Source: an optimization exercise on an open RTL-to-GDS flow (aim: small area). Production flows keep margins and buffers that such runs may drop. Where RTL was checked, it was by simulation tests only, not by an equivalence proof against the original. Function not checked in run 1: the RTL went through the layout flow alone. Power figures rest on the tool's default switching activity, not on a simulated workload. The clock port is modelled as an ideal driver; clocking choices that lean on that would not hold on a real chip.

`flow/design.v`:
```
module ao222n(input a1, input a2, input b1, input b2, input c1, input c2, output y);
  assign y = ~((a1 & a2) | (b1 & b2) | (c1 & c2));
endmodule
module ao22n(input a1, input a2, input b1, input b2, output y);
  assign y = ~((a1 & a2) | (b1 & b2));
endmodule
module wmux(input s, input sn, input a, input b, output y);
  assign y = (s & a) | (sn & b);
endmodule
module sel31(input [30:0] s, input [30:0] d, output y);
  wire [10:0] n;
  genvar k;
  generate
    for (k = 0; k < 10; k = k + 1) begin : g
      ao222n u(.a1(s[3*k]), .a2(d[3*k]), .b1(s[3*k+1]), .b2(d[3*k+1]),
               .c1(s[3*k+2]), .c2(d[3*k+2]), .y(n[k]));
    end
  endgenerate
  assign n[10] = ~(s[30] & d[30]);
  assign y = ~&n;
endmodule
module sel8(input [7:0] s, input [7:0] d, output y);
  wire [2:0] n;
  ao222n u0(.a1(s[0]), .a2(d[0]), .b1(s[1]), .b2(d[1]), .c1(s[2]), .c2(d[2]), .y(n[0]));
  ao222n u1(.a1(s[3]), .a2(d[3]), .b1(s[4]), .b2(d[4]), .c1(s[5]), .c2(d[5]), .y(n[1]));
  ao22n  u2(.a1(s[6]), .a2(d[6]), .b1(s[7]), .b2(d[7]), .y(n[2]));
  assign y = ~&n;
endmodule
module Top(
  input         clock,
  input         reset,
  output [9:0]  imem_addr,
  input  [31:0] imem_inst,
  output [9:0]  dmem_addr,
  output [63:0] dmem_wdata,
  output        dmem_we,
  input  [63:0] dmem_rdata
);
  reg  [2:0]  phase;
  reg         clr;        
  reg  [9:0]  pc;         
  reg         cy;         
  reg         eqf;        
  reg  [9:0]  addr_r;     
  reg  [55:0] sbuf;       
  wire [31:0] inst = imem_inst;
  wire [4:0]  rd  = inst[11:7];
  wire [4:0]  rs1 = inst[19:15];
  wire [4:0]  rs2 = inst[24:20];
  wire is_br  = inst[6];
  wire is_st  = ~inst[6] & inst[5] & ~inst[4];
  wire is_r   = inst[5] & inst[4];             
  wire wr_op  = ~inst[6] & ~(inst[5] & ~inst[4]);
  wire p0     = (phase == 3'd0);
  wire p7     = (phase == 3'd7);
  wire [30:0] sa, sb, sw, swn;
  genvar i, j;
  generate
    for (i = 0; i < 31; i = i + 1) begin : g_sel
      assign sa[i]  = (rs1 == i + 1);
      assign sb[i]  = (rs2 == i + 1);
      assign sw[i]  = clr | (wr_op & (rd == i + 1));
      assign swn[i] = ~sw[i];
    end
  endgenerate
  wire [7:0] tap0 [0:30];   
  wire [3:0] tap1 [0:30];   
  wire [7:0] wd;
  generate
    for (i = 1; i < 32; i = i + 1) begin : g_reg
      reg  [63:0] r;
      wire [7:0]  nb;
      for (j = 0; j < 8; j = j + 1) begin : g_w
        wmux u(.s(sw[i-1]), .sn(swn[i-1]), .a(wd[j]), .b(r[j]), .y(nb[j]));
      end
      always @(posedge clock)
        r <= {nb, r[63:8]};
      assign tap0[i-1] = r[7:0];
      assign tap1[i-1] = r[11:8];
    end
  endgenerate
  wire [7:0] a, b;
  wire [3:0] a1;
  generate
    for (j = 0; j < 8; j = j + 1) begin : g_rd
      wire [30:0] da, db;
      for (i = 0; i < 31; i = i + 1) begin : g_c
        assign da[i] = tap0[i][j];
      end
      sel31 ua(.s(sa), .d(da), .y(a[j]));
      sel31 ub(.s(sb), .d(da), .y(b[j]));
    end
    for (j = 0; j < 4; j = j + 1) begin : g_rd1
      wire [30:0] da;
      for (i = 0; i < 31; i = i + 1) begin : g_c
        assign da[i] = tap1[i][j];
      end
      sel31 ua(.s(sa), .d(da), .y(a1[j]));
    end
  endgenerate
  wire [11:0] imm  = is_st ? {inst[31:25], inst[11:7]} : inst[31:20];
  wire [7:0]  immb = p0 ? imm[7:0] :
                     (phase == 3'd1) ? {{4{imm[11]}}, imm[11:8]} : {8{imm[11]}};
  wire       use_b = is_r | is_br;
  wire [7:0] opb   = use_b ? b : immb;
  wire       inv   = (is_r & inst[30]) | is_br;
  wire       cin   = p0 ? inv : cy;
  wire [8:0] sum   = {1'b0, a} + {1'b0, opb ^ {8{inv}}} + {8'd0, cin};
  wire [7:0] lg    = inst[12] ? (a & opb) : (a | opb);
  wire [7:0] alu   = inst[13] ? lg : sum[7:0];
  wire [7:0] sl;
  wire [7:0] ldb;
  generate
    for (i = 0; i < 8; i = i + 1) begin : g_ph
      assign sl[i] = (phase == i) & ~inst[4] & ~clr;
    end
    for (j = 0; j < 8; j = j + 1) begin : g_ld
      wire [7:0] dd;
      for (i = 0; i < 8; i = i + 1) begin : g_c
        assign dd[i] = dmem_rdata[8*i+j];
      end
      sel8 u(.s(sl), .d(dd), .y(ldb[j]));
    end
  endgenerate
  assign wd = ldb | (alu & {8{inst[4] & ~clr}});
  wire       zb    = (sum[7:0] == 8'd0);
  wire [3:0] ahi   = a1 + imm[11:8] + {3'd0, sum[8]};
  wire [9:0] addr0 = {ahi, sum[7:2]};
  wire [9:0] boff  = {inst[7], inst[30:25], inst[11:9]};
  wire       taken = is_br & eqf & zb;
  always @(posedge clock) begin
    cy   <= sum[8];
    eqf  <= zb & (p0 | eqf);
    sbuf <= {b, sbuf[55:8]};
    if (p0) addr_r <= addr0;
    if (reset) begin
      phase <= 3'd0;
      clr   <= 1'b1;
      pc    <= 10'd0;
    end else begin
      phase <= phase + 3'd1;
      if (p7) begin
        clr <= 1'b0;
        if (!clr) pc <= pc + (taken ? boff : 10'd1);
      end
    end
  end
  assign imem_addr  = pc;
  assign dmem_addr  = p0 ? addr0 : addr_r;
  assign dmem_wdata = {b, sbuf};
  assign dmem_we    = is_st & p7 & ~clr;
endmodule
```
`flow/run.sh`:
```
#!/bin/bash
# synth_recipe.tcl (not shown) runs the flow's synth.tcl, then flattens the netlist and writes it again
# the make line also repeats each setting of config.mk as NAME=value (left out here)
make -C /OpenROAD-flow-scripts/flow DESIGN_CONFIG=/design/flow/config.mk WORK_HOME=/design/flow/orfs CLKGATE_MAP_FILE= SYNTH_SCRIPT=/design/flow/synth_recipe.tcl finish
```
`flow/config.mk`:
```
export PLATFORM = sky130hd
export DESIGN_NAME = Top
export DESIGN_NICKNAME = Top
export VERILOG_FILES = /design/flow/design.v
export SDC_FILE = /design/flow/constraint.sdc
export NUM_CORES = 8
export LEC_CHECK = 0
export CAP_MARGIN = 20
export CORE_MARGIN = 2
export CORE_UTILIZATION = 40
export CTS_CLUSTER_DIAMETER = 60
export CTS_CLUSTER_SIZE = 30
export SLEW_MARGIN = 20
export SYNTH_HIERARCHICAL = 1
export SYNTH_MINIMUM_KEEP_SIZE = 0
```
`flow/constraint.sdc`:
```
create_clock -name core_clock -period 20.0 [get_ports {clock}]
set_input_delay 4.0000 -clock core_clock [delete_from_list [all_inputs] [get_ports {clock}]]
set_output_delay 4.0000 -clock core_clock [all_outputs]
set_load 0.01 [all_outputs]
```
==> flow_summary.ini, run 1 <==
[cts]
htreeDepth = 3
cts_tree = done
clkLatencyLatePin_ns = 0.74
clk_pin_slew_worst_paths_ns = 0.09
cts_hold_buf = 0
cts_made_buffers = 104
cts_root_buf = clkbuf_16
post_cts_resized = 0
cts_setup_buffers = 0
cts.sinks = 2066
cts_max_path_buffers = 3

[cells_and_area]
diodes = 0
nNetsFinal = 3516
final_cell_area_um2 = 57100
fin_cells = 5098
drive_above_1_share_pct = 7.05
area_growth_pct = 15.8
fillCellCount = 10600

[setup_path]
arrival_ns = 11.19
start_kind = primary input
required_ns = 16.00
crit_family = compound AO/OA/AOI/OAI gates
cp_cell_sequence = clkdlybuf4s50_1 -> nand2b_1 -> nor2_1 -> a222oi_1 -> nand4_1 -> a2111o_1 -> mux2_2 -> xnor2_1 -> fa_1 -> a211oi_1 -> o21ai_1 -> a221oi_2 -> o21bai_1 -> fa_1 -> a21o_1 -> a21oi_1 -> xnor2_1 -> o21ai_1 -> clkdlybuf4s50_1
crit_path_end_kind = output pin
ff2ff_path_depth = 21
cpMaxStageDelayCell = clkdlybuf4s50_1
criticalPathCategory = in2out
critPathBufInv = 2
crit_fanout = 8
crit_path_max_incr_delay_ns = 0.68
worst-path-stages = 19

[place]
numPortBuffers = 177
gp_congestion = 0.908
place_ws_ns = 4.91
dpl.cell_count = 4909
dp_hpwl_um = 75400
placed_cell_area_um2 = 53300

[grt]
antenna_found_initial = 7
grt_use_met2_pct = 25.3
grt_overflow = 0
grt_pass1_vias = 23700
met1_usage_pct = 23.4
grt_pass1_wl_um = 154000
met3_usage_pct = 3.39
grt_max_degree = 37
busiest_layer = met2
grtUsageTotal_pct = 16.6

[floorplan]
start_util_pct = 40.4
die_h_um = 355
rows = 128
die_area_um2 = 126000
die_w_um = 355
pin_count = 183
core_area_um2 = 122000

[logic_synthesis]
yosys_most_used_dff = dfxtp_1
synth_cells = 3105
async_flop_share_pct = 0
synth_seq_cells = 2066
synth_area_per_cell_um2 = 15.9
synthTopCellsByArea = dfxtp_1 (84%), a22o_1 (4.4%), a222oi_1 (4.4%)
yosysTopAreaCellShare_pct = 83.9
yosysWarnings = 7
netlist_area_um2 = 49300
yosysSeqAreaShare_pct = 83.9
synth_edf_count = 0
syn_nets = 3231
yosys.area.top_type = dfxtp_1
synth.distinct_cells = 53

[drt]
drcViolationCount = 0
firstDrtPassIters = 11
wl_per_cell_um = 21.1
vias = 25200
drt_iter0_markers = 3401
post_drt_via_cell_ratio = 4.95
ant_nets = 0
wl_um = 107000

[job]
maxCapViolCount = 0

[power]
clockPowerShare_pct = 37.2
power_frac_seq_pct = 61.0
p_switching_uw = 1510
pwr_density_cell_nw_per_um2 = 119
leakagePower_uw = 0.0223
combPwrFrac_pct = 1.8
peakVddDrop_v = 0.0000711
internal-power_uw = 5290
p_sw_share_pct = 22.2

[sta]
layout_setup_ws_ns = 4.81
finalSetupTns_ns = 0
fin_worst_hold_slack_ns = 0.283
setup_viol = 0
timing.final.crit_share_pct = 75.9
tightest_slew_ns = 1.07
rsz0062_at_grt = no
skew_ns = 0.0603
finalCriticalPeriod_ns = 15.19
hold_viol_final = 0
fmax_mhz = 65.8
maxSlewHeadroom_pct = 28.2
report.final.slew_viol_count = 0

[outcome]
status = timing/DRC/antenna clean

[hold_path]
hold_class = reg2reg
min_path_cells = 0
## synth_stat cells, types with 24 or more instances
| cell type | number |
|---|---|
| nand2_1 | 53 |
| nand4_1 | 42 |
| inv_1 | 44 |
| a21oi_1 | 29 |
| ha_1 | 24 |
| a21o_1 | 39 |
| nor3_1 | 24 |
| dfxtp_1 | 2066 |
| a222oi_1 | 216 |
| clkbuf_1 | 32 |
| nor2_1 | 88 |
| a22o_1 | 248 |
## Yosys stat by module (local to each module, per instance)
module | times used | flops+latches | cells
sel31 | 20 | 0 | 4
wmux | 248 | 0 | 1
Top | 1 | 2066 | 2545
sel8 | 8 | 0 | 1
ao222n | 216 | 0 | 1
ao22n | 8 | 0 | 1
## power groups by stage
stage | Combinational (µW) | Sequential, µW | Clock (µW)
global route | 131 | 4150 | 2750
finish | 123 | 4150 | 2530
CTS | 123 | 4150 | 2590
global placement | 122 | 4240 | 0
detailed placement | 123 | 4240 | 0
floorplan | 57.3 | 4240 | 0
## through the flow
step,power (µW),util (%)
floorplan,4300,-
detailed placement,4360,43.7
finish,6800,46.8
global route,7030,46.8
CTS,6860,46.8
global placement,4360,43.7
## final cells by class
| cell class | count | area (µm²) | area share (%) |
|---|---|---|---|
| timing repair buffer | 212 | 2030 | 3.56 |
| sequential | 2066 | 41400 | 72.5 |
| clock inverter | 77 | 1090 | 1.92 |
| multi-input combinational | 961 | 7690 | 13.5 |
| inverter | 45 | 169 | 0.296 |
| tap | 1625 | 2030 | 3.56 |
| clock buffer | 112 | 2680 | 4.70 |
## cell families after synthesis
logic type / after synthesis / synth area share [%]
compound gates: 604 / 11.0
fa+ha+maj: 36 / 0.934
buf+inv: 78 / 0.594
mux: 17 / 0.360
simple gates: 285 / 2.86
xor+xnor: 19 / 0.338
flops: 2066 / 83.9
## cell usage in the layout, fill, tap and decap left out, types with 24 or more instances in the layout
| master | n |
|---|---|
| nand4_1 | 42 |
| ha_1 | 24 |
| clkbuf_16 | 105 |
| a22o_1 | 248 |
| buf_4 | 35 |
| nand2_1 | 53 |
| a21o_1 | 39 |
| inv_1 | 44 |
| a21oi_1 | 29 |
| dfxtp_1 | 2066 |
| nor2_1 | 88 |
| a222oi_1 | 216 |
| clkdlybuf4s50_1 | 177 |
## layer usage
layer  vias to the layer above  part of all wire (%)
li1                      11800                     -
met1                     12300                    47
met2                       988                    43
met3                       219                   7.5
met4                        14                   3.2
met5                         -                 0.077
## registers in the layout, indices dropped and copies added, names as in the netlist
signal  count
addr_r     10
clr         1
cy          1
eqf         1
phase       3
sbuf       56
g.r      1984
pc         10
## final timing paths
| path | slack, ns | to | start |
|---|---|---|---|
| setup / recovery | 4.81 | dmem_addr[9] | imem_inst[22] |
| hold / removal | 0.28 | g_reg[25].r[55] | g_reg[25].r[63] |
| setup reg to reg | 13.25 | pc[9] | g_reg[10].r[0] |
| hold reg to reg | 0.28 | g_reg[25].r[55] | g_reg[25].r[63] |
==> inputs of run 2 (changes only) <==
--- a/flow/design.v
+++ b/flow/design.v
@@ -7,4 +7,19 @@
 module wmux(input s, input sn, input a, input b, output y);
   assign y = (s & a) | (sn & b);
+endmodule
+module fadd(input a, input b, input ci, output s, output co);
+  assign {co, s} = {1'b0, a} + {1'b0, b} + {1'b0, ci};
+endmodule
+module radd #(parameter W = 8) (input [W-1:0] a, input [W-1:0] b, input ci,
+                                output [W-1:0] s, output co);
+  wire [W:0] c;
+  assign c[0] = ci;
+  genvar k;
+  generate
+    for (k = 0; k < W; k = k + 1) begin : g
+      fadd u(.a(a[k]), .b(b[k]), .ci(c[k]), .s(s[k]), .co(c[k+1]));
+    end
+  endgenerate
+  assign co = c[W];
 endmodule
 module sel31(input [30:0] s, input [30:0] d, output y);
@@ -106,5 +121,6 @@
   wire       inv   = (is_r & inst[30]) | is_br;
   wire       cin   = p0 ? inv : cy;
-  wire [8:0] sum   = {1'b0, a} + {1'b0, opb ^ {8{inv}}} + {8'd0, cin};
+  wire [8:0] sum;
+  radd #(8) u_alu(.a(a), .b(opb ^ {8{inv}}), .ci(cin), .s(sum[7:0]), .co(sum[8]));
   wire [7:0] lg    = inst[12] ? (a & opb) : (a | opb);
   wire [7:0] alu   = inst[13] ? lg : sum[7:0];
@@ -125,8 +141,13 @@
   assign wd = ldb | (alu & {8{inst[4] & ~clr}});
   wire       zb    = (sum[7:0] == 8'd0);
-  wire [3:0] ahi   = a1 + imm[11:8] + {3'd0, sum[8]};
+  wire [3:0] ahi;
+  wire       ahi_co;
+  radd #(4) u_ahi(.a(a1), .b(imm[11:8]), .ci(sum[8]), .s(ahi), .co(ahi_co));
   wire [9:0] addr0 = {ahi, sum[7:2]};
   wire [9:0] boff  = {inst[7], inst[30:25], inst[11:9]};
   wire       taken = is_br & eqf & zb;
+  wire [9:0] pc_nx;
+  wire       pc_co;
+  radd #(10) u_pc(.a(pc), .b(taken ? boff : 10'd0), .ci(~taken), .s(pc_nx), .co(pc_co));
   always @(posedge clock) begin
     cy   <= sum[8];
@@ -142,5 +163,5 @@
       if (p7) begin
         clr <= 1'b0;
-        if (!clr) pc <= pc + (taken ? boff : 10'd1);
+        if (!clr) pc <= pc_nx;
       end
     end
==> flow/flow/run.sh (new file) <==
#!/bin/bash
# Own layout flow: the standard flow (standard.sh), with two changes:
#  - port buffers use the smallest buffer cell (buf_1) instead of the default pick
#  - clock tree: clkbuf_16 leaf buffers driving clusters of up to 30 flip-flops,
#    clkbuf_8 above them, and no dummy loads
set -euo pipefail
export BUFFER_PORTS_ARGS="-buffer_cell sky130_fd_sc_hd__buf_1"
export CTS_ARGS="-sink_clustering_enable -repair_clock_nets -dont_use_dummy_load -sink_clustering_size 30 -sink_clustering_max_diameter 50 -buf_list sky130_fd_sc_hd__clkbuf_8 -root_buf sky130_fd_sc_hd__clkbuf_8 -sink_clustering_buffer sky130_fd_sc_hd__clkbuf_16"
bash standard.sh finish > standard_flow.log 2>&1
==> flow/standard.sh (new file) <==
#!/bin/bash
# synth_recipe.tcl (not shown) runs the flow's synth.tcl, then flattens the netlist and writes it again
# the make line also repeats each setting of config.mk as NAME=value (left out here)
make -C /OpenROAD-flow-scripts/flow DESIGN_CONFIG=/design/flow/config.mk WORK_HOME=/design/flow/orfs CLKGATE_MAP_FILE= SYNTH_SCRIPT=/design/flow/synth_recipe.tcl "${@:-finish}"
--- a/flow/config.mk
+++ b/flow/config.mk
@@ -8,7 +8,5 @@
 export CAP_MARGIN = 20
 export CORE_MARGIN = 2
-export CORE_UTILIZATION = 40
-export CTS_CLUSTER_DIAMETER = 60
-export CTS_CLUSTER_SIZE = 30
+export CORE_UTILIZATION = 70
 export SLEW_MARGIN = 20
 export SYNTH_HIERARCHICAL = 1
removed: flow/run.sh
==> run 2 against run 1 <==
  * Register-to-register slack got worse by 5.0 ns
  * Global-route usage rose by 17 points
  * Total power is 5.5% lower
  * Via count increased by 5.2%
  * Wire length is 15% higher
  * Highest routed layer unchanged
==> flow_summary.ini, run 2 <==
[outcome]
status = timing/DRC/antenna clean

[logic_synthesis]
yosys.area.top_type = dfxtp_1
yosys_most_used_dff = dfxtp_1
synth_edf_count = 0
syn_nets = 3191
netlist_area_um2 = 49000
yosysWarnings = 7
synth_cells = 3065
yosysTopAreaCellShare_pct = 84.4
synth.distinct_cells = 46
yosysSeqAreaShare_pct = 84.4
async_flop_share_pct = 0
synthTopCellsByArea = dfxtp_1 (84%), a22o_1 (4.4%), a222oi_1 (4.4%)
synth_area_per_cell_um2 = 16.0
synth_common_cells = dfxtp_1 (2,066), a22o_1 (248), a222oi_1 (216)
yosysMostFrequentCell = dfxtp_1
synth_seq_cells = 2066

[hold_path]
hold_class = reg2reg

[floorplan]
die_w_um = 269
pin_count = 183
start_util_pct = 70.4
die_area_um2 = 72200
rows = 97
core_area_um2 = 69700
die_h_um = 269

[setup_path]
criticalPathCategory = in2out
crit_fanout = 9
crit_path_end_kind = output pin
start_kind = primary input
arrival_ns = 13.13
required_ns = 16.00

[power]
leakagePower_uw = 0.0212
power_frac_seq_pct = 64.5
peakVddDrop_v = 0.0000972
clockPowerShare_pct = 34.0
pwr_density_cell_nw_per_um2 = 119
p_switching_uw = 1280
internal-power_uw = 5140
combPwrFrac_pct = 1.5
p_sw_share_pct = 20.0

[sta]
timing.final.crit_share_pct = 85.7
rsz0062_at_grt = no
maxSlewHeadroom_pct = 19.6
skew_ns = 0.129
tightest_slew_ns = 1.20
fmax_mhz = 58.4
report.final.slew_viol_count = 0
finalCriticalPeriod_ns = 17.13
hold_viol_final = 0
setup_viol = 0
finalSetupTns_ns = 0

[cts]
cts_made_buffers = 117
clkLatencyLatePin_ns = 0.86
cts.sinks = 2066
cts_max_path_buffers = 3
cts_tree = done
cts_hold_buf = 0
cts_root_buf = clkbuf_8
clk_pin_slew_worst_paths_ns = 0.10
htreeDepth = 3
cts_setup_buffers = 0
post_cts_resized = 0

[drt]
firstDrtPassIters = 14
wl_um = 124000
post_drt_via_cell_ratio = 6.17
drcViolationCount = 0
vias = 26600
ant_nets = 0
drt_iter0_markers = 4312
wl_per_cell_um = 28.7

[grt]
antenna_found_initial = 11
grt_max_degree = 55
grtUsageTotal_pct = 34.0
grt_pass1_wl_um = 175000
grt_overflow = 0
grt_pass1_vias = 26400

[place]
dp_hpwl_um = 78900
dpl.cell_count = 4183
gp_congestion = 0.974
numPortBuffers = 177

[cells_and_area]
fin_cells = 4306
largestRegisters = g.r: 1984 flops, sbuf: 56 flops
largest_reg_flops = 1984
layout_commonest_cell = dfxtp_1
layout_common_cells = dfxtp_1 (2,065), a22o_1 (248), a222oi_1 (216), buf_1 (177), clkbuf_16 (108)
drive_above_1_share_pct = 5.57
regMostFlops = g.r
area_growth_pct = 10.0
nNetsFinal = 3488

[job]
maxCapViolCount = 0
==> run 2: layout make-up <==
cell class | instances | area, µm²
sequential | 2066 | 41400
fill | 3742 | 15700
multi-input combinational | 936 | 7530
clock buffer | 117 | 2830
tap | 940 | 1180
timing repair buffer | 214 | 942
inverter | 27 | 101
antenna | 6 | 15.0
==> run 2: through the flow <==
stage | setup slack (ns) | area [µm²] | hold slack (ns) | util [%] | total power [µW]
floorplan | 5.15 | 49000 | 0.310 | - | 4290
global route | 2.79 | 53900 | 0.213 | 77.4 | 6580
global placement | 3.24 | 51100 | 0.309 | 73.3 | 4330
detailed placement | 3.12 | 51100 | 0.312 | 73.3 | 4330
CTS | 3.12 | 53900 | 0.218 | 77.4 | 6440
finish | 2.87 | 53900 | 0.215 | 77.4 | 6420
==> run 2: logic make-up after synthesis <==
logic type	Yosys count	synth area share, %
xor gates and xnor gates	8	0.143
adders and majority gates	28	1.05
AOI/OAI and AO/OA	601	10.9
DFF	2066	84.4
buffers and inverters	63	0.526
and+or+nand+nor	297	2.95
muxes	2	0.0408
==> run 2: modules after synthesis, one instance, submodules excluded, a selection <==
module | cells | copies in the design
sel8 | 1 | 8
wmux | 1 | 248
fadd | 1 | 22
ao222n | 1 | 216
sel31 | 4 | 20
Top | 2483 | 1
ao22n | 1 | 8
==> run 2: power by group through the flow <==
stage,clock network [µW],logic [µW],registers (µW)
after floorplan,0,50.5,4240
after global placement,0,88.7,4240
after detailed placement,0,90.7,4240
after CTS,2200,92.4,4150
after global routing,2330,102,4150
final,2180,96.4,4150
==> run 2: path summary, 6_finish.rpt <==
path | startpoint | to | slack (ns) | depth (start not counted)
max | imem_inst[22] | dmem_addr[9] | 2.87 | 23
min | g_reg[31].r[55] | g_reg[31].r[47] | 0.22 | 0
max reg2reg | g_reg[10].r[0] | pc[9] | 8.24 | 29
min reg2reg | g_reg[31].r[55] | g_reg[31].r[47] | 0.22 | 0
==> run 2: worst max-delay path, cell delays in order <==
cell      delay (ns)
buf_1           0.58
nand2b_1        0.59
nor3_1          0.34
a222oi_1        0.67
nand4_1         0.33
a2111o_1        0.57
a22oi_1         0.39
xor2_1          0.16
fa_1            0.45
fa_1            0.40
fa_1            0.41
fa_1            0.42
fa_1            0.44
fa_1            0.40
fa_1            0.40
fa_1            0.44
fa_1            0.42
fa_1            0.41
fa_1            0.39
fa_1            0.49
nand2_1         0.08
nand2_1         0.17
buf_1           0.17
==> run 2: routing by layer <==
metal | GRT usage, % | vias up | part of all wire, %
li1 | - | 11500 | -
met4 | 16.0 | 10 | 5.4
met2 | 54.0 | 1674 | 45
met1 | 45.1 | 12900 | 40
met3 | 7.07 | 381 | 9.5
met5 | 0 | - | 0.053
==> inputs of run 3 (changes only) <==
==> flow/flow/run.sh (replaced) <==
#!/bin/bash
# Own layout flow: the standard flow (standard.sh), with two changes:
#  - port buffers use the smallest buffer cell (buf_1) instead of the default pick
#  - clock tree: clkbuf_16 leaf buffers driving clusters of up to 30 flip-flops,
#    clkbuf_8 above them, and no dummy loads
set -euo pipefail
export BUFFER_PORTS_ARGS="-buffer_cell sky130_fd_sc_hd__buf_1"
export CTS_ARGS="-sink_clustering_enable -repair_clock_nets -dont_use_dummy_load -sink_clustering_size 30 -sink_clustering_max_diameter 60 -buf_list sky130_fd_sc_hd__clkbuf_8 -root_buf sky130_fd_sc_hd__clkbuf_8 -sink_clustering_buffer sky130_fd_sc_hd__clkbuf_16"
bash standard.sh finish > standard_flow.log 2>&1
--- a/flow/config.mk
+++ b/flow/config.mk
@@ -8,5 +8,5 @@
 export CAP_MARGIN = 20
 export CORE_MARGIN = 2
-export CORE_UTILIZATION = 70
+export CORE_UTILIZATION = 65
 export SLEW_MARGIN = 20
 export SYNTH_HIERARCHICAL = 1
==> run 3 against run 2 <==
  * Largest cell class unchanged
  * Core utilization decreased by 5.8 points
  * Non-clock buffer count increased by 1
  * Still clean on timing, DRC and antenna
  * Critical path depth unchanged
  * Worst hold slack better by 0.056 ns
  * Sequential share of layout area is 0.78 points higher
  * Sequential power about the same
  * Global-route usage decreased by 5.9 points
  * Clock power decreased by 12%
  * Flip-flop and latch count is the same
  * Critical path type unchanged
  * Combinational power is 2% lower
  * Area after synthesis is the same
==> flow_summary.ini, run 3 <==
[cells_and_area]
fin_util_pct = 71.6
final_cell_area_um2 = 53400
layout_common_cells = dfxtp_1 (2,065), a22o_1 (248), a222oi_1 (216), buf_1 (177), nand2_1 (87)
largestRegisters = g.r: 1984 flops, sbuf: 56 flops
area_growth_pct = 8.92
largest_reg_flops = 1984
drive_above_1_share_pct = 4.97
layout_commonest_cell = dfxtp_1
regMostFlops = g.r
nNetsFinal = 3465

[setup_path]
arrival_ns = 12.79
rrSetupSlack_ns = 8.86
critPathBufInv = 2
crit_family = adder cells
required_ns = 16.00
crit_fanout = 9
worst-path-stages = 23
start_kind = primary input
reg2reg_to = pc[9]
crit_path_end_kind = output pin
crit_path_max_incr_delay_ns = 0.60
crit_top_cell = fa_1
crit_start = imem_inst[22]
cp_cell_sequence = buf_1 -> nand2b_1 -> nor2_1 -> a222oi_1 -> nand4_1 -> a2111o_1 -> a22oi_1 -> xor2_1 -> fa_1 -> fa_1 -> fa_1 -> fa_1 -> fa_1 -> fa_1 -> fa_1 -> fa_1 -> fa_1 -> fa_1 -> fa_1 -> fa_1 -> nand2_1 -> nand2_1 -> buf_1
ff2ff_path_depth = 29
criticalPathCategory = in2out
cpMaxStageDelayCell = a222oi_1
timing.rr.start = g_reg[22].r[0]

[grt]
grt_max_degree = 55
grtUsageTotal_pct = 28.0
grt_pass1_vias = 24900
grt_pass1_wl_um = 159000
antenna_found_initial = 10
grt_overflow = 0

[place]
dp_hpwl_um = 75400
numPortBuffers = 177
placed_cell_area_um2 = 51100
gp_congestion = 0.956

[cts]
cts_tree = done
htreeDepth = 3
post_cts_resized = 0
cts_setup_buffers = 0
cts_made_buffers = 93
clk_pin_slew_worst_paths_ns = 0.10
cts_hold_buf = 0
cts_root_buf = clkbuf_8
clkLatencyLatePin_ns = 0.85
cts.sinks = 2066
cts_max_path_buffers = 3

[drt]
post_drt_via_cell_ratio = 5.82
drt_iter0_markers = 3625
firstDrtPassIters = 13
vias = 25100
ant_nets = 0
drcViolationCount = 0
wl_per_cell_um = 25.6
wl_um = 111000

[sta]
finalCriticalPeriod_ns = 16.79
rsz0062_at_grt = no
hold_viol_final = 0
fmax_mhz = 59.6
skew_ns = 0.130
timing.final.crit_share_pct = 84.0
maxSlewHeadroom_pct = 19.6
setup_viol = 0
report.final.slew_viol_count = 0
finalSetupTns_ns = 0
tightest_slew_ns = 1.20

[hold_path]
hold_class = reg2reg
worstHoldStart = g_reg[10].r[12]
min_to = g_reg[10].r[4]
min_path_cells = 0

[logic_synthesis]
yosysWarnings = 7
synth_seq_cells = 2066
yosysMostFrequentCell = dfxtp_1
synthTopCellsByArea = dfxtp_1 (84%), a22o_1 (4.4%), a222oi_1 (4.4%)
netlist_area_um2 = 49000
synth.distinct_cells = 46
synth_cells = 3065
synth_common_cells = dfxtp_1 (2,066), a22o_1 (248), a222oi_1 (216)
yosys.area.top_type = dfxtp_1
async_flop_share_pct = 0
yosys_most_used_dff = dfxtp_1
synth_area_per_cell_um2 = 16.0
syn_nets = 3191
yosysSeqAreaShare_pct = 84.4
synth_edf_count = 0
yosysTopAreaCellShare_pct = 84.4

[power]
pwr_density_cell_nw_per_um2 = 115
peakVddDrop_v = 0.000105
leakagePower_uw = 0.0209

[floorplan]
pin_count = 183
die_h_um = 279
rows = 100
die_area_um2 = 77600
die_w_um = 279
start_util_pct = 65.8
core_area_um2 = 74600

[job]
maxCapViolCount = 0

[outcome]
status = timing/DRC/antenna clean
==> run 3: cell counts after synthesis <==
No cell type changed its count.
==> run 3: final cells by class <==
class                           count  area [µm²]
Antenna cell                        8        20.0
Timing Repair Buffer              215         950
Tap cell                          969        1210
Sequential cell                  2066       41400
Inverter                           27         101
Multi-Input combinational cell    936        7540
Fill cell                        4833       21200
Clock buffer                       93        2230
==> run 3: power breakdown <==
part           internal, µW  switching (µW)
registers              4130            9.13
clock network           783            1140
logic                  25.8            68.9
total                  4940            1220
==> run 3: per-layer routing <==
metal	track usage [%]	up-vias	share of wire, %
met2	43.0	1168	43
li1	-	11500	-
met1	39.7	12200	45
met5	0	-	0.033
met3	5.15	271	7.6
met4	11.7	8	4.4
==> run 3: metrics by stage <==
| step | instances | power, µW | hold slack [ns] | worst slack (ns) |
|---|---|---|---|---|
| finish | 4314 | 6160 | 0.271 | 3.21 |
| global route | 4311 | 6340 | 0.277 | 2.99 |
| CTS | 4306 | 6190 | 0.265 | 3.39 |
| detailed placement | 4213 | 4330 | 0.312 | 3.40 |
| global placement | 4213 | 4330 | 0.309 | 3.57 |
| floorplan | 3065 | 4290 | 0.310 | 5.15 |
==> run 3: cells by family after synthesis <==
group,share of synthesized area (%)
simple gates,2.95
compound gates,10.9
fa+ha+maj,1.05
flops,84.4
buf+inv,0.526
mux,0.0408
xor+xnor,0.143
==> run 3: worst register-to-register path: cells and delay by family (launching register included) <==
kind	cells	cell delay, ns
xor+xnor	1	0.16
flops	1	0.36
compound gates	4	1.61
fa+ha+maj	18	7.48
buf+inv	1	0.12
simple gates	5	1.34
==> run 3: worst max-delay path by stage <==
| stage | slack [ns] | end |
|---|---|---|
| 2_1_floorplan | 5.15 | dmem_addr[9] |
| 3_3_place_gp | 3.57 | dmem_addr[9] |
| 3_5_place_dp | 3.40 | dmem_addr[9] |
| 4_1_cts | 3.39 | dmem_addr[9] |
| 5_1_grt | 2.99 | dmem_addr[9] |
| 6_report | 3.21 | dmem_addr[9] |
==> run 3: modules after synthesis, one instance, submodules excluded, a selection <==
module | times used | cells | area [µm²]
fadd | 22 | 1 | 20.0
Top | 1 | 2483 | 43600
sel8 | 8 | 1 | 5.00
sel31 | 20 | 4 | 27.5
wmux | 248 | 1 | 8.76
ao22n | 8 | 1 | 12.5
ao222n | 216 | 1 | 10.0
==> inputs of run 4 (changes only) <==
==> flow/flow/run.sh (replaced) <==
#!/bin/bash
# Own layout flow: the standard flow (standard.sh), with two changes:
#  - port buffers use the smallest buffer cell (buf_1) instead of the default pick
#  - clock tree: clkbuf_16 leaf buffers driving clusters of up to 30 flip-flops,
#    clkbuf_8 above them, and no dummy loads
set -euo pipefail
export BUFFER_PORTS_ARGS="-buffer_cell sky130_fd_sc_hd__buf_1"
export CTS_ARGS="-sink_clustering_enable -repair_clock_nets -dont_use_dummy_load -sink_clustering_size 30 -sink_clustering_max_diameter 80 -buf_list sky130_fd_sc_hd__clkbuf_8 -root_buf sky130_fd_sc_hd__clkbuf_8 -sink_clustering_buffer sky130_fd_sc_hd__clkbuf_16"
bash standard.sh finish > standard_flow.log 2>&1
==> run 4 against run 3 <==
  * Sequential power hardly changed
  * Core utilization is 0.45 points lower
  * First-iteration DRC count is 0.14% higher
  * Non-clock buffer count stayed put
  * Sequential share of layout area is 0.49 points higher
  * Clock skew is 0.052 ns lower
  * Combinational power hardly changed
  * Cell area is 0.63% lower
  * Wire length is 1.4% lower
  * Register-to-register slack worse by 0.09 ns
  * Global-route usage is 0.42 points lower
  * Critical path type unchanged
  * Largest cell class unchanged
==> flow_summary.ini, run 4 <==
[place]
numPortBuffers = 177
dp_hpwl_um = 75400
gp_congestion = 0.956

[setup_path]
crit_fanout = 9
timing.rr.start = g_reg[22].r[0]
crit_start = imem_inst[22]
ff2ff_path_depth = 29
crit_end = dmem_addr[9]
required_ns = 16.00
start_kind = primary input
reg2reg_to = pc[9]
rrSetupSlack_ns = 8.77
criticalPathCategory = in2out
arrival_ns = 12.80
crit_path_end_kind = output pin

[floorplan]
die_h_um = 279
rows = 100
pin_count = 183
die_w_um = 279
core_area_um2 = 74600
die_area_um2 = 77600
start_util_pct = 65.8

[sta]
setup_viol = 0
skew_ns = 0.0785
tightest_slew_ns = 1.16
hold_viol_final = 0
report.final.slew_viol_count = 0
fmax_mhz = 59.5
maxSlewHeadroom_pct = 21.8
finalSetupTns_ns = 0
timing.final.crit_share_pct = 84.0
rsz0062_at_grt = no
finalCriticalPeriod_ns = 16.80

[logic_synthesis]
yosys.area.top_type = dfxtp_1
yosys_most_used_dff = dfxtp_1
yosysSeqAreaShare_pct = 84.4
syn_nets = 3191
async_flop_share_pct = 0
synth_seq_cells = 2066
synth_common_cells = dfxtp_1 (2,066), a22o_1 (248), a222oi_1 (216)
synth.distinct_cells = 46
netlist_area_um2 = 49000
synth_cells = 3065
synth_edf_count = 0
yosysWarnings = 7
synthTopCellsByArea = dfxtp_1 (84%), a22o_1 (4.4%), a222oi_1 (4.4%)
yosysMostFrequentCell = dfxtp_1
synth_area_per_cell_um2 = 16.0
yosysTopAreaCellShare_pct = 84.4

[cts]
htreeDepth = 3
cts_setup_buffers = 0
post_cts_resized = 0
cts_made_buffers = 80
clkLatencyLatePin_ns = 0.80
cts_tree = done
cts_hold_buf = 0
clk_pin_slew_worst_paths_ns = 0.10
cts_max_path_buffers = 3
cts.sinks = 2066
cts_root_buf = clkbuf_8

[cells_and_area]
regMostFlops = g.r
largest_reg_flops = 1984
largestRegisters = g.r: 1984 flops, sbuf: 56 flops
fin_util_pct = 71.2
layout_common_cells = dfxtp_1 (2,065), a22o_1 (248), a222oi_1 (216), buf_1 (177), nand2_1 (87)
layout_commonest_cell = dfxtp_1
nNetsFinal = 3452
drive_above_1_share_pct = 4.60
area_growth_pct = 8.23

[drt]
ant_nets = 0
firstDrtPassIters = 11
wl_per_cell_um = 25.4
drt_iter0_markers = 3630
drcViolationCount = 0
vias = 25200
post_drt_via_cell_ratio = 5.86
wl_um = 109000

[grt]
antenna_found_initial = 8
grtUsageTotal_pct = 27.6
grt_overflow = 0
grt_pass1_wl_um = 156000
grt_max_degree = 55
grt_pass1_vias = 24400

[hold_path]
hold_class = reg2reg

[power]
pwr_density_cell_nw_per_um2 = 113
peakVddDrop_v = 0.000103
clockPowerShare_pct = 29.6
leakagePower_uw = 0.0207
combPwrFrac_pct = 1.6
p_sw_share_pct = 19.7
p_switching_uw = 1180
internal-power_uw = 4840
power_frac_seq_pct = 68.8

[job]
maxCapViolCount = 0

[outcome]
status = timing/DRC/antenna clean
-- run 4: cell counts after synthesis --
No cell type changed its count.
-- run 4: per-module statistics from Yosys, one instance, submodules excluded, a selection --
module / copies in the design / flops+latches
fadd: 22 / 0
Top: 1 / 2066
wmux: 248 / 0
sel8: 8 / 0
ao222n: 216 / 0
sel31: 20 / 0
ao22n: 8 / 0
-- run 4: through the flow --
step,std cells,setup slack [ns],power [µW],hold WS (ns),cell area (µm²)
4_1_cts,4293,3.39,6050,0.307,53000
5_1_grt,4296,2.99,6200,0.310,53100
2_1_floorplan,3065,5.15,4290,0.310,49000
3_3_place_gp,4213,3.57,4330,0.309,51100
6_report,4296,3.20,6020,0.306,53100
3_5_place_dp,4213,3.40,4330,0.312,51100
-- run 4: critical path, stage by stage --
cell,delay [ns]
buf_1,0.46
nand2b_1,0.44
nor2_1,0.32
a222oi_1,0.62
nand4_1,0.32
a2111o_1,0.52
a22oi_1,0.39
xor2_1,0.16
fa_1,0.45
fa_1,0.40
fa_1,0.42
fa_1,0.42
fa_1,0.43
fa_1,0.41
fa_1,0.40
fa_1,0.42
fa_1,0.40
fa_1,0.41
fa_1,0.41
fa_1,0.51
nand2_1,0.05
nand2_1,0.23
buf_1,0.18
-- run 4: metal layers --
metal  vias to the layer above  global-route usage [%]  wire length [µm]
li1                      11500                       -                 -
met1                     12300                    39.3             48600
met2                      1171                    42.4             47300
met3                       255                    4.64              8280
met4                        10                    11.4              4810
met5                         -                       0                53
-- run 4: kinds of logic (layout without fill, tap and decap cells) --
family / after synthesis / after routing / synth area share (%)
compound gates: 601 / 601 / 10.9
xor+xnor: 8 / 8 / 0.143
fa+ha+maj: 28 / 28 / 1.05
buf+inv: 63 / 322 / 0.526
flops: 2066 / 2066 / 84.4
mux: 2 / 2 / 0.0408
other cells: 0 / 3 / 0
simple gates: 297 / 297 / 2.95
-- run 4: layout make-up --
cell class	count	area, µm²
flip-flops and latches	2066	41400
fillers	4887	21500
multi-input cells	936	7540
clock buffers	80	1900
well taps	969	1210
repair buffers	215	950
inverters	27	101
diodes	3	7.51
-- run 4: worst min path at each step --
stage / depth (start not counted) / startpoint / to / slack [ns]
after global routing: 0 / g_reg[5].r[57] / g_reg[5].r[49] / 0.31
after CTS: 0 / g_reg[26].r[17] / g_reg[26].r[9] / 0.31
after global placement: 0 / g_reg[14].r[38] / g_reg[14].r[30] / 0.31
after detailed placement: 0 / g_reg[21].r[16] / g_reg[21].r[8] / 0.31
after floorplan: 0 / g_reg[10].r[18] / g_reg[10].r[10] / 0.31
final: 0 / g_reg[4].r[35] / g_reg[4].r[27] / 0.31
-- run 4: power by group through the flow --
stage / Sequential [µW] / Combinational (µW) / Clock [µW]
2_1_floorplan: 4240 / 50.5 / 0
3_3_place_gp: 4240 / 90.1 / 0
3_5_place_dp: 4240 / 91.8 / 0
4_1_cts: 4140 / 92.2 / 1810
5_1_grt: 4150 / 101 / 1950
6_report: 4140 / 94.6 / 1780
==> inputs of run 5 (changes only) <==
==> flow/flow/run.sh (replaced) <==
#!/bin/bash
# Own layout flow: the standard flow (standard.sh) with two changes:
#  - port buffers use the smallest buffer cell (buf_1) instead of the default pick
#  - clock tree synthesis without dummy loads, clustering as in config.mk
set -euo pipefail
export BUFFER_PORTS_ARGS="-buffer_cell sky130_fd_sc_hd__buf_1"
export CTS_ARGS="-sink_clustering_enable -repair_clock_nets -dont_use_dummy_load -sink_clustering_size 30 -sink_clustering_max_diameter 60"
bash standard.sh finish > standard_flow.log 2>&1
--- a/flow/config.mk
+++ b/flow/config.mk
@@ -9,4 +9,6 @@
 export CORE_MARGIN = 2
 export CORE_UTILIZATION = 65
+export CTS_CLUSTER_DIAMETER = 60
+export CTS_CLUSTER_SIZE = 30
 export SLEW_MARGIN = 20
 export SYNTH_HIERARCHICAL = 1
==> run 5 against run 4 <==
  * Worst hold slack lost 0.023 ns
  * Critical path type unchanged
  * Global-route usage up 0.53 points
  * Largest cell class unchanged
  * Non-clock buffer count unchanged
  * Cell count grew 0.37%
  * Setup slack improved by 0.080 ns
==> flow_summary.ini, run 5 <==
[outcome]
status = timing/DRC/antenna clean

[place]
numPortBuffers = 177
gp_congestion = 0.956
place_ws_ns = 3.40
dp_hpwl_um = 75400
dpl.cell_count = 4213

[floorplan]
die_w_um = 279
start_util_pct = 65.8
rows = 100
die_area_um2 = 77600
core_area_um2 = 74600
pin_count = 183
die_h_um = 279

[sta]
rsz0062_at_grt = no
maxSlewHeadroom_pct = 21.2
finalCriticalPeriod_ns = 16.72
setup_viol = 0
layout_setup_ws_ns = 3.28
fmax_mhz = 59.8
hold_viol_final = 0
skew_ns = 0.0955
finalSetupTns_ns = 0
tightest_slew_ns = 1.18
timing.final.crit_share_pct = 83.6
report.final.slew_viol_count = 0

[drt]
drt_iter0_markers = 3427
ant_nets = 0
vias = 25200
drcViolationCount = 0
wl_um = 111000
wl_per_cell_um = 25.7
firstDrtPassIters = 11
post_drt_via_cell_ratio = 5.84

[setup_path]
crit_path_end_kind = output pin
arrival_ns = 12.72
start_kind = primary input
rrSetupSlack_ns = 8.83
required_ns = 16.00
criticalPathCategory = in2out
crit_fanout = 10
ff2ff_path_depth = 29

[cells_and_area]
largest_reg_flops = 1984
fillCellCount = 4820
layout_commonest_cell = dfxtp_1
fin_cells = 4312
area_growth_pct = 9.12
drive_above_1_share_pct = 4.97
layout_common_cells = dfxtp_1 (2,065), a22o_1 (248), a222oi_1 (216), buf_1 (177), clkbuf_16 (93)
nNetsFinal = 3465
regMostFlops = g.r
largestRegisters = g.r: 1984 flops, sbuf: 56 flops

[logic_synthesis]
yosysTopAreaCellShare_pct = 84.4
synthTopCellsByArea = dfxtp_1 (84%), a22o_1 (4.4%), a222oi_1 (4.4%)
synth_edf_count = 0
yosysMostFrequentCell = dfxtp_1
synth_area_per_cell_um2 = 16.0
yosysWarnings = 7
async_flop_share_pct = 0
yosysSeqAreaShare_pct = 84.4
synth_cells = 3065
netlist_area_um2 = 49000
synth_seq_cells = 2066
yosys_most_used_dff = dfxtp_1
syn_nets = 3191
yosys.area.top_type = dfxtp_1
synth_common_cells = dfxtp_1 (2,066), a22o_1 (248), a222oi_1 (216)
synth.distinct_cells = 46

[power]
pwr_density_cell_nw_per_um2 = 116
leakagePower_uw = 0.0209
peakVddDrop_v = 0.000105

[grt]
grtUsageTotal_pct = 28.2
grt_pass1_vias = 24900
grt_overflow = 0
antenna_found_initial = 10
grt_pass1_wl_um = 159000
grt_max_degree = 55

[cts]
cts_setup_buffers = 0
htreeDepth = 3
clk_pin_slew_worst_paths_ns = 0.10
post_cts_resized = 0
cts.sinks = 2066
cts_root_buf = clkbuf_16
cts_max_path_buffers = 3
cts_hold_buf = 0
cts_tree = done
clkLatencyLatePin_ns = 0.70
cts_made_buffers = 93

[hold_path]
hold_class = reg2reg
min_path_cells = 0

[job]
maxCapViolCount = 0
run 5: cells by family after synthesis:
kind of cell | count (synthesis) | share of synthesized area, %
DFF | 2066 | 84.4
AOI/OAI and AO/OA | 601 | 10.9
and+or+nand+nor | 297 | 2.95
muxes | 2 | 0.0408
buffers and inverters | 63 | 0.526
adders and majority gates | 28 | 1.05
xor gates and xnor gates | 8 | 0.143
run 5: final cells by class:
class	count	area, µm²	area share (%)
timing repair buffer	215	950	1.77
inverter	27	101	0.189
sequential	2066	41400	77.3
clock buffer	93	2330	4.35
multi-input combinational	936	7540	14.1
tap	969	1210	2.27
antenna	6	15.0	0.0281
run 5: worst max-delay path: stages:
cell and delay (ns):
buf_1 0.52, nand2_1 0.40, nor3_1 0.97, a222oi_1 0.32, nand4_1 0.23, a2111o_1 0.29
a22oi_1 0.21, xor2_1 0.22, fa_1 0.44, fa_1 0.40, fa_1 0.42, fa_1 0.41
fa_1 0.43, fa_1 0.41, fa_1 0.40, fa_1 0.42, fa_1 0.41, fa_1 0.41
fa_1 0.41, fa_1 0.51, nand2_1 0.05, nand2_1 0.22, buf_1 0.18
run 5: per-layer routing:
layer / global-route usage (%) / vias up / wire length (µm)
met5: 0 / - / 40
met4: 12.4 / 8 / 4960
met3: 5.19 / 271 / 8360
met2: 43.1 / 1149 / 48100
met1: 39.6 / 12200 / 49400
li1: - / 11500 / -
run 5: stage by stage:
step | power (µW) | cell area (µm²) | hold slack (ns) | util, %
after global routing | 6390 | 53500 | 0.278 | 71.7
after global placement | 4330 | 51100 | 0.309 | 68.6
final | 6220 | 53500 | 0.283 | 71.8
after detailed placement | 4330 | 51100 | 0.312 | 68.6
after CTS | 6240 | 53500 | 0.283 | 71.7
after floorplan | 4290 | 49000 | 0.310 | -
run 5: power breakdown:
part | total, µW | internal [µW] | switching, µW
Combinational | 94.6 | 25.8 | 68.8
Clock | 1980 | 832 | 1150
Sequential | 4140 | 4130 | 9.14
Total | 6220 | 4990 | 1220
run 5: modules after synthesis (local to each module, per instance), a selection:
module / flops+latches / cell area (µm²) / copies in the design / cells
Top: 2066 / 43600 / 1 / 2483
sel31: 0 / 27.5 / 20 / 4
fadd: 0 / 20.0 / 22 / 1
ao22n: 0 / 12.5 / 8 / 1
ao222n: 0 / 10.0 / 216 / 1
wmux: 0 / 8.76 / 248 / 1
sel8: 0 / 5.00 / 8 / 1
run 5: final timing paths:
path                                       from               to
worst min register to register  g_reg[16].r[56]  g_reg[16].r[48]
worst max-delay path              imem_inst[20]     dmem_addr[9]
worst max register to register   g_reg[10].r[0]            pc[9]
worst min-delay path            g_reg[16].r[56]  g_reg[16].r[48]
==> inputs of run 6 (changes only) <==
--- a/flow/design.v
+++ b/flow/design.v
@@ -7,4 +7,10 @@
 module wmux(input s, input sn, input a, input b, output y);
   assign y = (s & a) | (sn & b);
+endmodule
+module nor2m(input a, input b, output y);
+  assign y = ~(a | b);
+endmodule
+module nand2m(input a, input b, output y);
+  assign y = ~(a & b);
 endmodule
 module fadd(input a, input b, input ci, output s, output co);
@@ -69,12 +75,26 @@
   wire p0     = (phase == 3'd0);
   wire p7     = (phase == 3'd7);
+  wire [3:0] alo_n, blo_n, wlo, wlo_n;
+  wire [7:0] ahi_n, bhi_n, whi, whi_n;
   wire [30:0] sa, sb, sw, swn;
   genvar i, j;
   generate
+    for (i = 0; i < 4; i = i + 1) begin : g_plo
+      assign alo_n[i] = ~(rs1[1:0] == i);
+      assign blo_n[i] = ~(rs2[1:0] == i);
+      assign wlo[i]   = clr | (wr_op & (rd[1:0] == i));
+      assign wlo_n[i] = ~wlo[i];
+    end
+    for (i = 0; i < 8; i = i + 1) begin : g_phi
+      assign ahi_n[i] = ~(rs1[4:2] == i);
+      assign bhi_n[i] = ~(rs2[4:2] == i);
+      assign whi[i]   = clr | (rd[4:2] == i);
+      assign whi_n[i] = ~whi[i];
+    end
     for (i = 0; i < 31; i = i + 1) begin : g_sel
-      assign sa[i]  = (rs1 == i + 1);
-      assign sb[i]  = (rs2 == i + 1);
-      assign sw[i]  = clr | (wr_op & (rd == i + 1));
-      assign swn[i] = ~sw[i];
+      nor2m  ua(.a(alo_n[(i + 1) % 4]), .b(ahi_n[(i + 1) / 4]), .y(sa[i]));
+      nor2m  ub(.a(blo_n[(i + 1) % 4]), .b(bhi_n[(i + 1) / 4]), .y(sb[i]));
+      nor2m  uw(.a(wlo_n[(i + 1) % 4]), .b(whi_n[(i + 1) / 4]), .y(sw[i]));
+      nand2m un(.a(wlo[(i + 1) % 4]),   .b(whi[(i + 1) / 4]),   .y(swn[i]));
     end
   endgenerate
@@ -149,5 +169,7 @@
   wire [9:0] pc_nx;
   wire       pc_co;
-  radd #(10) u_pc(.a(pc), .b(taken ? boff : 10'd0), .ci(~taken), .s(pc_nx), .co(pc_co));
+  wire       pc_up = p7 & ~clr;    
+  radd #(10) u_pc(.a(pc), .b((pc_up & taken) ? boff : 10'd0), .ci(pc_up & ~taken),
+                  .s(pc_nx), .co(pc_co));
   always @(posedge clock) begin
     cy   <= sum[8];
@@ -155,14 +177,11 @@
     sbuf <= {b, sbuf[55:8]};
     if (p0) addr_r <= addr0;
+    pc <= reset ? 10'd0 : pc_nx;
     if (reset) begin
       phase <= 3'd0;
       clr   <= 1'b1;
-      pc    <= 10'd0;
     end else begin
       phase <= phase + 3'd1;
-      if (p7) begin
-        clr <= 1'b0;
-        if (!clr) pc <= pc_nx;
-      end
+      if (p7) clr <= 1'b0;
     end
   end
==> flow/flow/run.sh (replaced) <==
#!/bin/bash
# Own layout flow: the standard flow (standard.sh), with two changes:
#  - port buffers use the smallest buffer cell (buf_1) instead of the default pick
#  - clock tree: clkbuf_16 leaf buffers driving clusters of up to 30 flip-flops,
#    clkbuf_8 above them, and no dummy loads
set -euo pipefail
export BUFFER_PORTS_ARGS="-buffer_cell sky130_fd_sc_hd__buf_1"
export CTS_ARGS="-sink_clustering_enable -repair_clock_nets -dont_use_dummy_load -sink_clustering_size 30 -sink_clustering_max_diameter 80 -buf_list sky130_fd_sc_hd__clkbuf_8 -root_buf sky130_fd_sc_hd__clkbuf_8 -sink_clustering_buffer sky130_fd_sc_hd__clkbuf_16"
bash standard.sh finish > standard_flow.log 2>&1
--- a/flow/config.mk
+++ b/flow/config.mk
@@ -9,6 +9,5 @@
 export CORE_MARGIN = 2
 export CORE_UTILIZATION = 65
-export CTS_CLUSTER_DIAMETER = 60
-export CTS_CLUSTER_SIZE = 30
+export PLACE_DENSITY = 0.8
 export SLEW_MARGIN = 20
 export SYNTH_HIERARCHICAL = 1
==> run 6 against run 5 <==
  * Total power is 3.2% lower
  * Critical endpoint unchanged
  * Global-route usage is 1.5 points higher
  * Count of clock-buffer cells in the layout is 14 lower
  * Highest routed layer unchanged
  * Still clean on timing, DRC and antenna
  * Cell area is 1.4% lower
==> flow_summary.ini, run 6 <==
[outcome]
status = timing/DRC/antenna clean

[setup_path]
criticalPathCategory = in2out
cpMaxStageDelayCell = nand2b_1
cp_cell_sequence = buf_1 -> nand2b_1 -> nor2_1 -> a222oi_1 -> nand4_1 -> a2111o_1 -> nand2_1 -> o31ai_1 -> xnor2_1 -> fa_1 -> fa_1 -> fa_1 -> fa_1 -> fa_1 -> fa_1 -> fa_1 -> fa_1 -> fa_1 -> fa_1 -> fa_1 -> fa_1 -> nand2_1 -> nand2_1 -> buf_1
crit_path_end_kind = output pin
start_kind = primary input
required_ns = 16.00
crit_top_cell = fa_1
arrival_ns = 12.81
crit_fanout = 8
crit_path_max_incr_delay_ns = 0.78

[drt]
ant_nets = 0
vias = 25400
firstDrtPassIters = 11
wl_per_cell_um = 27.2
drt_iter0_markers = 4058
post_drt_via_cell_ratio = 5.94
wl_um = 116000
drcViolationCount = 0

[logic_synthesis]
synth_area_per_cell_um2 = 16.1
yosysSeqAreaShare_pct = 84.7
synth.distinct_cells = 47
synth_edf_count = 0
synth_cells = 3039
yosysMostFrequentCell = dfxtp_1
yosysWarnings = 7
netlist_area_um2 = 48800
synth_common_cells = dfxtp_1 (2,066), a22o_1 (248), a222oi_1 (216)
yosysTopAreaCellShare_pct = 84.7
yosys.area.top_type = dfxtp_1
yosys_most_used_dff = dfxtp_1
synthTopCellsByArea = dfxtp_1 (85%), a22o_1 (4.5%), a222oi_1 (4.4%)
async_flop_share_pct = 0
synth_seq_cells = 2066
syn_nets = 3165

[cts]
cts_made_buffers = 79
cts_root_buf = clkbuf_8
clk_pin_slew_worst_paths_ns = 0.10
cts_max_path_buffers = 3
cts_hold_buf = 0
post_cts_resized = 0
cts_tree = done
cts_setup_buffers = 0
clkLatencyLatePin_ns = 0.80
cts.sinks = 2066
htreeDepth = 3

[sta]
report.final.slew_viol_count = 0
timing.final.crit_share_pct = 84.0
setup_viol = 0
rsz0062_at_grt = no
finalSetupTns_ns = 0
tightest_slew_ns = 1.29
finalCriticalPeriod_ns = 16.81
layout_setup_ws_ns = 3.19
hold_viol_final = 0
skew_ns = 0.0935
maxSlewHeadroom_pct = 13.0
fmax_mhz = 59.5

[grt]
grt_max_degree = 32
grt_pass1_wl_um = 165000
grtUsageTotal_pct = 29.6
antenna_found_initial = 4
grt_pass1_vias = 24700
grt_overflow = 0

[hold_path]
hold_class = reg2reg

[place]
place_ws_ns = 3.39
gp_congestion = 0.974
numPortBuffers = 177
dp_hpwl_um = 78300
placed_cell_area_um2 = 50900

[power]
peakVddDrop_v = 0.000119
leakagePower_uw = 0.0208
pwr_density_cell_nw_per_um2 = 114

[cells_and_area]
area_growth_pct = 8.10
layout_commonest_cell = dfxtp_1
nNetsFinal = 3434
drive_above_1_share_pct = 4.20
layout_common_cells = dfxtp_1 (2,066), a22o_1 (248), a222oi_1 (216), buf_1 (177), nor2_1 (113)
largest_reg_flops = 1984
regMostFlops = g.r
final_cell_area_um2 = 52800
largestRegisters = g.r: 1984 flops, sbuf: 56 flops

[job]
maxCapViolCount = 0

[floorplan]
die_area_um2 = 77300
die_w_um = 278
pin_count = 183
rows = 100
core_area_um2 = 74400
die_h_um = 278
start_util_pct = 65.6
## run 6: cell types whose count changed in the layout (fill, tap and decap cells not counted), moves of 9 or more
cell	change
nand2_1	+22
clkbuf_8	+9
nor2_1	+42
a21o_1	-31
nor2b_1	+12
buf_4	-9
nand2b_1	-12
clkbuf_16	-23
a21oi_1	-31
nor3_1	-13
## run 6: cell families (layout without fill, tap and decap cells)
| logic type | after synthesis | in the layout | synth area share [%] |
|---|---|---|---|
| compound gates | 543 | 543 | 10.3 |
| xor+xnor | 8 | 8 | 0.144 |
| fa+ha+maj | 29 | 29 | 1.08 |
| buf+inv | 38 | 305 | 0.315 |
| flops | 2066 | 2066 | 84.7 |
| mux | 2 | 2 | 0.0410 |
| other cells | 0 | 4 | 0 |
| simple gates | 353 | 353 | 3.41 |
## run 6: path summary, 6_finish.rpt
check / start / end / slack [ns] / cells after the start
worst max-delay path: imem_inst[20] / dmem_addr[9] / 3.19 / 24
worst min-delay path: g_reg[10].r[33] / g_reg[10].r[25] / 0.28 / 0
worst max register to register: g_reg[25].r[0] / pc[9] / 9.32 / 29
worst min register to register: g_reg[10].r[33] / g_reg[10].r[25] / 0.28 / 0
## run 6: where the power goes
group / switching [µW] / internal (µW) / total, µW
Clock: 1110 / 668 / 1780
Combinational: 66.3 / 25.2 / 91.5
Sequential: 8.92 / 4130 / 4140
Total: 1190 / 4830 / 6020
## run 6: stage by stage
stage / cells / power [µW] / hold slack, ns / utilization, %
3_3_place_gp: 4196 / 4320 / 0.309 / 68.3
4_1_cts: 4275 / 6040 / 0.258 / 70.9
6_report: 4279 / 6020 / 0.279 / 70.9
5_1_grt: 4277 / 6180 / 0.277 / 70.9
3_5_place_dp: 4196 / 4330 / 0.312 / 68.3
2_1_floorplan: 3039 / 4280 / 0.310 / -
## run 6: cell type report
class	count	area, µm²
Fill cell	4689	21700
Multi-Input combinational cell	935	7340
Inverter	20	75.1
Sequential cell	2066	41400
Timing Repair Buffer	206	882
Tap cell	969	1210
Clock buffer	79	1880
Antenna cell	4	10.0
## run 6: modules after synthesis, one instance, submodules excluded, a selection
module / flip-flops and latches / area, µm²
Top: 2066 / 42900
ao222n: 0 / 10.0
ao22n: 0 / 12.5
fadd: 0 / 20.0
nand2m: 0 / 3.75
nor2m: 0 / 3.75
sel31: 0 / 27.5
sel8: 0 / 5.00
wmux: 0 / 8.76
## run 6: worst max-delay path, delay by kind of cell
family                   cells  cell delay (ns)
AND/OR/NAND/NOR              6             1.72
adder cells (fa/ha/maj)     12             5.05
buffers and inverters        2             0.50
AO/OA/AOI/OAI                3             1.30
XOR/XNOR                     1             0.20
## run 6: routing by layer
metal / share of wire [%] / track usage, % / routed length [µm]
met3: 8.0 / 5.40 / 9270
met2: 45 / 47.1 / 52700
met5: 0.014 / 0 / 16
met1: 42 / 40.4 / 48900
met4: 4.8 / 12.7 / 5630
==> inputs of run 7 (changes only) <==
--- a/flow/config.mk
+++ b/flow/config.mk
@@ -9,5 +9,4 @@
 export CORE_MARGIN = 2
 export CORE_UTILIZATION = 65
-export PLACE_DENSITY = 0.8
 export SLEW_MARGIN = 20
 export SYNTH_HIERARCHICAL = 1
==> run 7 against run 6 <==
  * Critical endpoint unchanged
  * Largest power group unchanged
  * Clock skew fell by 0.015 ns
  * Synthesized cell count did not move
  * Combinational power fell by 3.1%
  * Critical path type unchanged
  * Clock power barely moved
  * Setup slack improved by 0.18 ns
  * Cell count barely moved
  * Still clean on timing, DRC and antenna
  * Sequential share of layout area barely moved
  * Non-clock buffer count rose by 3
  * Global-route usage fell by 1.5 points
  * Cell area barely moved
==> flow_summary.ini, run 7 <==
[cells_and_area]
fillCellCount = 4812
largestRegisters = g.r: 1984 flops, sbuf: 56 flops
layout_commonest_cell = dfxtp_1
regMostFlops = g.r
largest_reg_flops = 1984
fin_util_pct = 70.9
drive_above_1_share_pct = 4.29
nNetsFinal = 3437
area_growth_pct = 8.12
layout_common_cells = dfxtp_1 (2,066), a22o_1 (248), a222oi_1 (216), buf_1 (177), nor2_1 (113)

[drt]
ant_nets = 0
firstDrtPassIters = 14
drcViolationCount = 0
wl_um = 111000
vias = 25100
post_drt_via_cell_ratio = 5.87
wl_per_cell_um = 25.9
drt_iter0_markers = 3482

[grt]
antenna_found_initial = 3
grt_overflow = 0
grt_pass1_vias = 24400
grt_pass1_wl_um = 159000
grtUsageTotal_pct = 28.2
grt_max_degree = 32

[floorplan]
pin_count = 183
rows = 100
die_w_um = 278
start_util_pct = 65.6
die_area_um2 = 77300
core_area_um2 = 74400
die_h_um = 278

[logic_synthesis]
synth_seq_cells = 2066
yosys.area.top_type = dfxtp_1
yosysTopAreaCellShare_pct = 84.7
syn_nets = 3165
netlist_area_um2 = 48800
synth_cells = 3039
yosysSeqAreaShare_pct = 84.7
synth_common_cells = dfxtp_1 (2,066), a22o_1 (248), a222oi_1 (216)
synth_edf_count = 0
synthTopCellsByArea = dfxtp_1 (85%), a22o_1 (4.5%), a222oi_1 (4.4%)
yosysMostFrequentCell = dfxtp_1
synth.distinct_cells = 47
yosys_most_used_dff = dfxtp_1
async_flop_share_pct = 0
synth_area_per_cell_um2 = 16.1
yosysWarnings = 7

[power]
p_sw_share_pct = 19.7
internal-power_uw = 4830
clockPowerShare_pct = 29.6
p_switching_uw = 1190
power_frac_seq_pct = 68.9
pwr_density_cell_nw_per_um2 = 114
peakVddDrop_v = 0.0000977
combPwrFrac_pct = 1.5
leakagePower_uw = 0.0208

[setup_path]
crit_fanout = 8
start_kind = primary input
cpMaxStageDelayCell = nand2b_1
criticalPathCategory = in2out
required_ns = 16.00
arrival_ns = 12.62
crit_path_end_kind = output pin
crit_path_max_incr_delay_ns = 0.73
crit_top_cell = fa_1
cp_cell_sequence = buf_1 -> nand2b_1 -> nor2_1 -> a222oi_1 -> nand4_1 -> a2111o_1 -> nand2_1 -> o31ai_1 -> xnor2_1 -> fa_1 -> fa_1 -> fa_1 -> fa_1 -> fa_1 -> fa_1 -> fa_1 -> fa_1 -> fa_1 -> fa_1 -> fa_1 -> fa_1 -> nand2_1 -> nand2_1 -> buf_1
crit_family = adder cells
critPathBufInv = 2

[cts]
cts_hold_buf = 0
clk_pin_slew_worst_paths_ns = 0.11
cts_setup_buffers = 0
cts_root_buf = clkbuf_8
cts_tree = done
clkLatencyLatePin_ns = 0.77
post_cts_resized = 0
htreeDepth = 3
cts.sinks = 2066
cts_max_path_buffers = 3
cts_made_buffers = 79

[sta]
tightest_slew_ns = 1.14
report.final.slew_viol_count = 0
finalSetupTns_ns = 0
timing.final.crit_share_pct = 83.1
skew_ns = 0.0781
rsz0062_at_grt = no
setup_viol = 0
fmax_mhz = 60.2
hold_viol_final = 0
finalCriticalPeriod_ns = 16.62
layout_setup_ws_ns = 3.38
maxSlewHeadroom_pct = 23.9
fin_worst_hold_slack_ns = 0.293

[place]
dp_hpwl_um = 74500
place_ws_ns = 3.65
gp_congestion = 1.07
numPortBuffers = 177

[outcome]
status = timing/DRC/antenna clean

[hold_path]
hold_class = reg2reg

[job]
maxCapViolCount = 0
run 7: cell counts after synthesis:
Identical to the previous run, type by type.
run 7: final timing paths:
check,slack (ns),startpoint,to,cells after the start
setup reg to reg,9.38,g_reg[13].r[0],pc[9],29
hold reg to reg,0.29,g_reg[5].r[25],g_reg[5].r[17],0
hold / removal,0.29,g_reg[5].r[25],g_reg[5].r[17],0
setup / recovery,3.38,imem_inst[21],dmem_addr[9],24
run 7: power by group through the flow:
stage / clock network [µW] / registers (µW) / logic, µW
global placement: 0 / 4240 / 84.9
floorplan: 0 / 4230 / 46.1
CTS: 1810 / 4140 / 86.6
global route: 1940 / 4150 / 94.3
detailed placement: 0 / 4240 / 85.9
finish: 1780 / 4140 / 88.7
run 7: cell type report:
type | count | area, µm² | share of cell area [%]
Sequential cell | 2066 | 41400 | 78.4
Timing Repair Buffer | 209 | 905 | 1.71
Clock buffer | 79 | 1880 | 3.55
Multi-Input combinational cell | 935 | 7330 | 13.9
Tap cell | 969 | 1210 | 2.30
Inverter | 20 | 75.1 | 0.142
Antenna cell | 2 | 5.00 | 0.00948
run 7: stage by stage:
| step | cell area [µm²] | cells | power [µW] |
|---|---|---|---|
| 2_1_floorplan | 48800 | 3039 | 4280 |
| 3_3_place_gp | 50900 | 4199 | 4320 |
| 3_5_place_dp | 50900 | 4199 | 4320 |
| 4_1_cts | 52800 | 4278 | 6040 |
| 5_1_grt | 52800 | 4279 | 6190 |
| 6_report | 52800 | 4280 | 6010 |
run 7: kinds of logic (layout without fill, tap and decap cells):
group	count (synthesis)	after routing	share of synthesized area [%]
AO/OA/AOI/OAI	543	543	10.3
XOR/XNOR	8	8	0.144
adder cells (fa/ha/maj)	29	29	1.08
buffers and inverters	38	308	0.315
flip-flops	2066	2066	84.7
multiplexers	2	2	0.0410
other	0	2	0
AND/OR/NAND/NOR	353	353	3.41
run 7: modules after synthesis, one instance, submodules excluded, excerpt:
module	cells	area [µm²]
sel31	4	27.5
sel8	1	5.00
ao222n	1	10.0
Top	2333	42900
nor2m	1	3.75
nand2m	1	3.75
wmux	1	8.76
fadd	1	20.0
ao22n	1	12.5
run 7: worst register-to-register path, delay by kind of cell (launching register included):
family          cells  cell delay [ns]
compound gates      3             1.24
simple gates        7             1.24
fa+ha+maj          18             7.47
xor+xnor            1             0.18
flops               1             0.35
run 7: metal layers:
layer / part of all wire, % / vias to the layer above / wire length, µm / global-route usage (%)
li1: - / 11300 / - / -
met1: 44 / 12300 / 49300 / 40.7
met2: 44 / 1276 / 49100 / 44.0
met3: 7.8 / 239 / 8650 / 4.81
met4: 3.4 / 2 / 3730 / 8.83
met5: 0.012 / - / 13 / 0

## separate check: timing with driven ports
No port has a modelled driver above. Below, the same layouts with a new extraction and two added sets of constraints. Step 1 assumes that a clkbuf_16 drives the clock port and a buf_2 every other input. Step 2 times the ports against the registers' clock, not the clock port: input delays grow and output delays shrink by t, the midpoint of the rising clock arrivals with the driver on. Slacks: ideal ports / drivers / drivers and shift; pairs: ideal ports / drivers.
run | shift t [ns] | setup slack, ns | worst register clock-pin slew, ns
run 1 | 0.780 | 4.812 / 4.786 / 4.786 | 0.11 / 0.11
run 2 | 0.854 | 2.865 / 2.766 / 2.766 | 0.11 / 0.11
run 3 | 0.850 | 3.209 / 3.074 / 3.074 | 0.11 / 0.11
run 4 | 0.829 | 3.202 / 3.068 / 3.068 | 0.12 / 0.12
run 5 | 0.720 | 3.282 / 3.180 / 3.180 | 0.11 / 0.11
run 6 | 0.816 | 3.195 / 3.159 / 3.159 | 0.11 / 0.11
run 7 | 0.795 | 3.377 / 3.343 / 3.343 | 0.11 / 0.11
After both steps setup and hold are still met in every run listed. For run 3, which loses most, drivers alone change the setup slack by -0.135 ns; drivers and shift together by -0.135 ns.
